Source: an optimization exercise on an open RTL-to-GDS flow (aim: small area, a short achievable clock period and few clock cycles). Production flows keep margins and buffers that such runs may drop.
Where RTL was checked, it was by simulation tests only, not by an equivalence proof against the original.
Power figures rest on the tool's default switching activity, not on a simulated workload.

// cpu_main
module cpu_main (
    input wire  logic       clk_en_i,
    input wire  logic       reset_i,
    output      logic       out_strobe_o,
    output      byte_t      out_value_o,
    output      logic       halt_o,
    input wire  logic       prog_we_i,           
    input wire  addr_t      prog_addr_i,         
    input wire  byte_t      prog_data_i,         
    input wire  logic       clk
);
Size in the first run: roughly 160 flip-flops, about 26 I/O pins.
make LEC_CHECK=0 ABC_AREA=1 CAP_MARGIN=20 CORE_MARGIN=2 CORE_UTILIZATION=40 CTS_BUF_LIST='sky130_fd_sc_hd__clkbuf_4 sky130_fd_sc_hd__clkbuf_8' SETUP_SLACK_MARGIN=2.6 SLEW_MARGIN=20 finish   # period 7.0 ns
run.sh (not shown) runs the stock make flow with config.mk's settings and CLKGATE_MAP_FILE= SYNTH_SCRIPT=/design/flow/synth_recipe.tcl, a recipe that flattens the netlist after the stock synthesis.
The starting point finished clean.
Change:
- SETUP_SLACK_MARGIN: 2.6 -> 3.0
Effect:
- first-iteration DRC count climbs by 18%
- global-route usage barely changes
- core utilization climbs by 3.6 points
- flip-flop and latch count does not change
- design area climbs by 8.0%
Change:
- SETUP_SLACK_MARGIN: 3.0 -> 2.8
After rerunning: The new run went through all stages and came out clean; global-route usage stays flat; setup slack degrades by 0.090 ns; die area does not change; hold slack degrades by 0.021 ns; sequential share of layout area is higher by 2.1 points; wire length goes down by 4.4%; flip-flop and latch count is unchanged; cell area is lower by about 5%.
No functional check of the RTL was part of any run of this note.

* * *

Setup of lane 1:
Another version of the RTL of cpu_main (not shown whole).
Size in the first run: roughly 1200 cells after synthesis, roughly 170 flip-flops, roughly 26 I/O pins.
export LEC_CHECK = 0
export ABC_AREA = 1
export CAP_MARGIN = 20
export CORE_MARGIN = 2
export CORE_UTILIZATION = 50
export CTS_BUF_LIST = sky130_fd_sc_hd__clkbuf_4 sky130_fd_sc_hd__clkbuf_8
export SETUP_SLACK_MARGIN = 2.9
export SLEW_MARGIN = 20
create_clock -name core_clock -period 7.0 [get_ports {clk}]
Lane 1 ran to completion and came out clean on the timing, design-rule and antenna checks.
Testbench counts of lane 1, summed over its fixed seeds: cycles 10,980.
Setup changes, lane 1 to lane 2
# lane 1
export LEC_CHECK = 0
export ABC_AREA = 1
export CAP_MARGIN = 20
export CORE_MARGIN = 2
export CORE_UTILIZATION = 50
export CTS_BUF_LIST = sky130_fd_sc_hd__clkbuf_4 sky130_fd_sc_hd__clkbuf_8
export SETUP_SLACK_MARGIN = 2.9
export SLEW_MARGIN = 20
create_clock -name core_clock -period 7.0 [get_ports {clk}]
# lane 2
export LEC_CHECK = 0
export ABC_AREA = 1
export CAP_MARGIN = 20
export CORE_MARGIN = 2
export CORE_UTILIZATION = 40
export CTS_BUF_LIST = sky130_fd_sc_hd__clkbuf_4 sky130_fd_sc_hd__clkbuf_8
export SETUP_SLACK_MARGIN = 2.8
export SLEW_MARGIN = 20
create_clock -name core_clock -period 7.0 [get_ports {clk}]
### Flow results
Lane 2 against lane 1: first-pass GRT wire length increased about 3.7%; ratio of final minimum period to clock period shows a reduction of 2.0 points. Final hold slack: lane 2 better than lane 1.
The following lists how lane 3 was set up differently from lane 2:
# lane 2
export LEC_CHECK = 0
export ABC_AREA = 1
export CAP_MARGIN = 20
export CORE_MARGIN = 2
export CORE_UTILIZATION = 40
export CTS_BUF_LIST = sky130_fd_sc_hd__clkbuf_4 sky130_fd_sc_hd__clkbuf_8
export SETUP_SLACK_MARGIN = 2.8
export SLEW_MARGIN = 20
create_clock -name core_clock -period 7.0 [get_ports {clk}]
# lane 3
export LEC_CHECK = 0
export ABC_AREA = 1
export CAP_MARGIN = 20
export CORE_MARGIN = 2
export CORE_UTILIZATION = 40
export CTS_BUF_LIST = sky130_fd_sc_hd__clkbuf_4 sky130_fd_sc_hd__clkbuf_8
export CTS_CLUSTER_DIAMETER = 80
export CTS_CLUSTER_SIZE = 30
export SETUP_SLACK_MARGIN = 2.9
export SLEW_MARGIN = 20
create_clock -name core_clock -period 7.0 [get_ports {clk}]
### Flow results
On required time of the worst setup path, lane 2 tracks lane 3 almost exactly. Summary of lane 3 over lane 2: setup slack rose by 68 ps, share of the clock period used by the worst path after layout fell by 0.97 points, critical path depth rose by 3. Re number of nets at the end of the flow: lane 3 and lane 2 aren't equal, and the lower value belongs to lane 2. Relative to lane 2, the met3 capacity usage during global routing of lane 3 is higher by 0.36 points. Compared with lane 2, lane 3 shows a via-per-instance ratio that is 1.1% lower. Lane 3 reports its origin of the worst setup path as clk_en_i while lane 2 reports core.darg[1].
Input-level comparison between lane 4 and lane 3:
# lane 3
export LEC_CHECK = 0
export ABC_AREA = 1
export CAP_MARGIN = 20
export CORE_MARGIN = 2
export CORE_UTILIZATION = 40
export CTS_BUF_LIST = sky130_fd_sc_hd__clkbuf_4 sky130_fd_sc_hd__clkbuf_8
export CTS_CLUSTER_DIAMETER = 80
export CTS_CLUSTER_SIZE = 30
export SETUP_SLACK_MARGIN = 2.9
export SLEW_MARGIN = 20
create_clock -name core_clock -period 7.0 [get_ports {clk}]
# lane 4
export LEC_CHECK = 0
export ABC_AREA = 1
export CAP_MARGIN = 20
export CORE_MARGIN = 2
export CORE_UTILIZATION = 30
export CTS_BUF_LIST = sky130_fd_sc_hd__clkbuf_4 sky130_fd_sc_hd__clkbuf_8
export SETUP_SLACK_MARGIN = 2.9
export SLEW_MARGIN = 20
create_clock -name core_clock -period 7.0 [get_ports {clk}]
- Every run in the comparison, lane 4 and lane 3, completed the flow with a clean layout.
- Chip width, lane 4 and lane 3: lower on lane 3
- Delta (lane 4 minus lane 3): amount of wire on met3 after detailed routing +about 33%, number of cells on the worst reg-to-reg path increased by 2 relative to the old numbers, met1 usage now smaller.
> inputs changed (lane 4 -> lane 5)
# lane 4
export LEC_CHECK = 0
export ABC_AREA = 1
export CAP_MARGIN = 20
export CORE_MARGIN = 2
export CORE_UTILIZATION = 30
export CTS_BUF_LIST = sky130_fd_sc_hd__clkbuf_4 sky130_fd_sc_hd__clkbuf_8
export SETUP_SLACK_MARGIN = 2.9
export SLEW_MARGIN = 20
create_clock -name core_clock -period 7.0 [get_ports {clk}]
# lane 5
export LEC_CHECK = 0
export ABC_AREA = 1
export CAP_MARGIN = 20
export CORE_MARGIN = 2
export CORE_UTILIZATION = 40
export CTS_BUF_LIST = sky130_fd_sc_hd__clkbuf_4 sky130_fd_sc_hd__clkbuf_8
export SETUP_SLACK_MARGIN = 3.0
export SLEW_MARGIN = 20
create_clock -name core_clock -period 7.0 [get_ports {clk}]
Leakage power up 2.3% in lane 5 wrt lane 4. Compared with lane 4, in lane 5 register-to-register slack +90 ps; worst hold slack -3.1 ps. The switching part of the total power on lane 4 is in line with that on lane 5. Diff lane 5 and lane 4: first-iteration DRC count lower in lane 5. Lane 5 completed every stage of the flow, and the final layout passed the timing, design-rule and antenna checks.

[what the ideal ports hide]
The flow's constraints put no driver on any port. The routed layouts listed below were extracted and timed again, unchanged, in two steps.
Step 1 (the two cells are an assumption about what drives the block):
set clk [get_ports {clk}]
set_driving_cell -lib_cell sky130_fd_sc_hd__clkbuf_16 $clk
set_driving_cell -lib_cell sky130_fd_sc_hd__buf_2 [delete_from_list [all_inputs] $clk]
Step 2 also shifts input and output timing later by t, the mid clock arrival at the registers, as if the neighbouring blocks saw the same clock.
Slacks: ideal / step 1 / step 2; pairs: ideal / step 1.
run | shift t [ns] | slack for setup (ns) | worst setup path at the end
the first run of note 1 | 0.510 | 2.796 / 2.813 / 2.303 | input to register
the second run of note 1 | 0.508 | 3.079 / 3.079 / 2.624 | input to register
the third run of note 1 | 0.507 | 2.988 / 3.005 / 2.498 | input to register
lane 1 | 0.520 | 2.875 / 2.897 / 2.377 | input to register
lane 2 | 0.536 | 3.012 / 3.012 / 2.496 | input to register
lane 3 | 0.524 | 3.081 / 3.096 / 2.572 | input to register
lane 4 | 0.525 | 3.065 / 3.076 / 2.551 | input to register
lane 5 | 0.528 | 3.121 / 3.134 / 2.607 | input to register
After both steps setup and hold are still met in every run listed. For lane 2, which loses most, drivers alone change the setup slack by 0.000 ns; drivers and shift together by -0.516 ns.
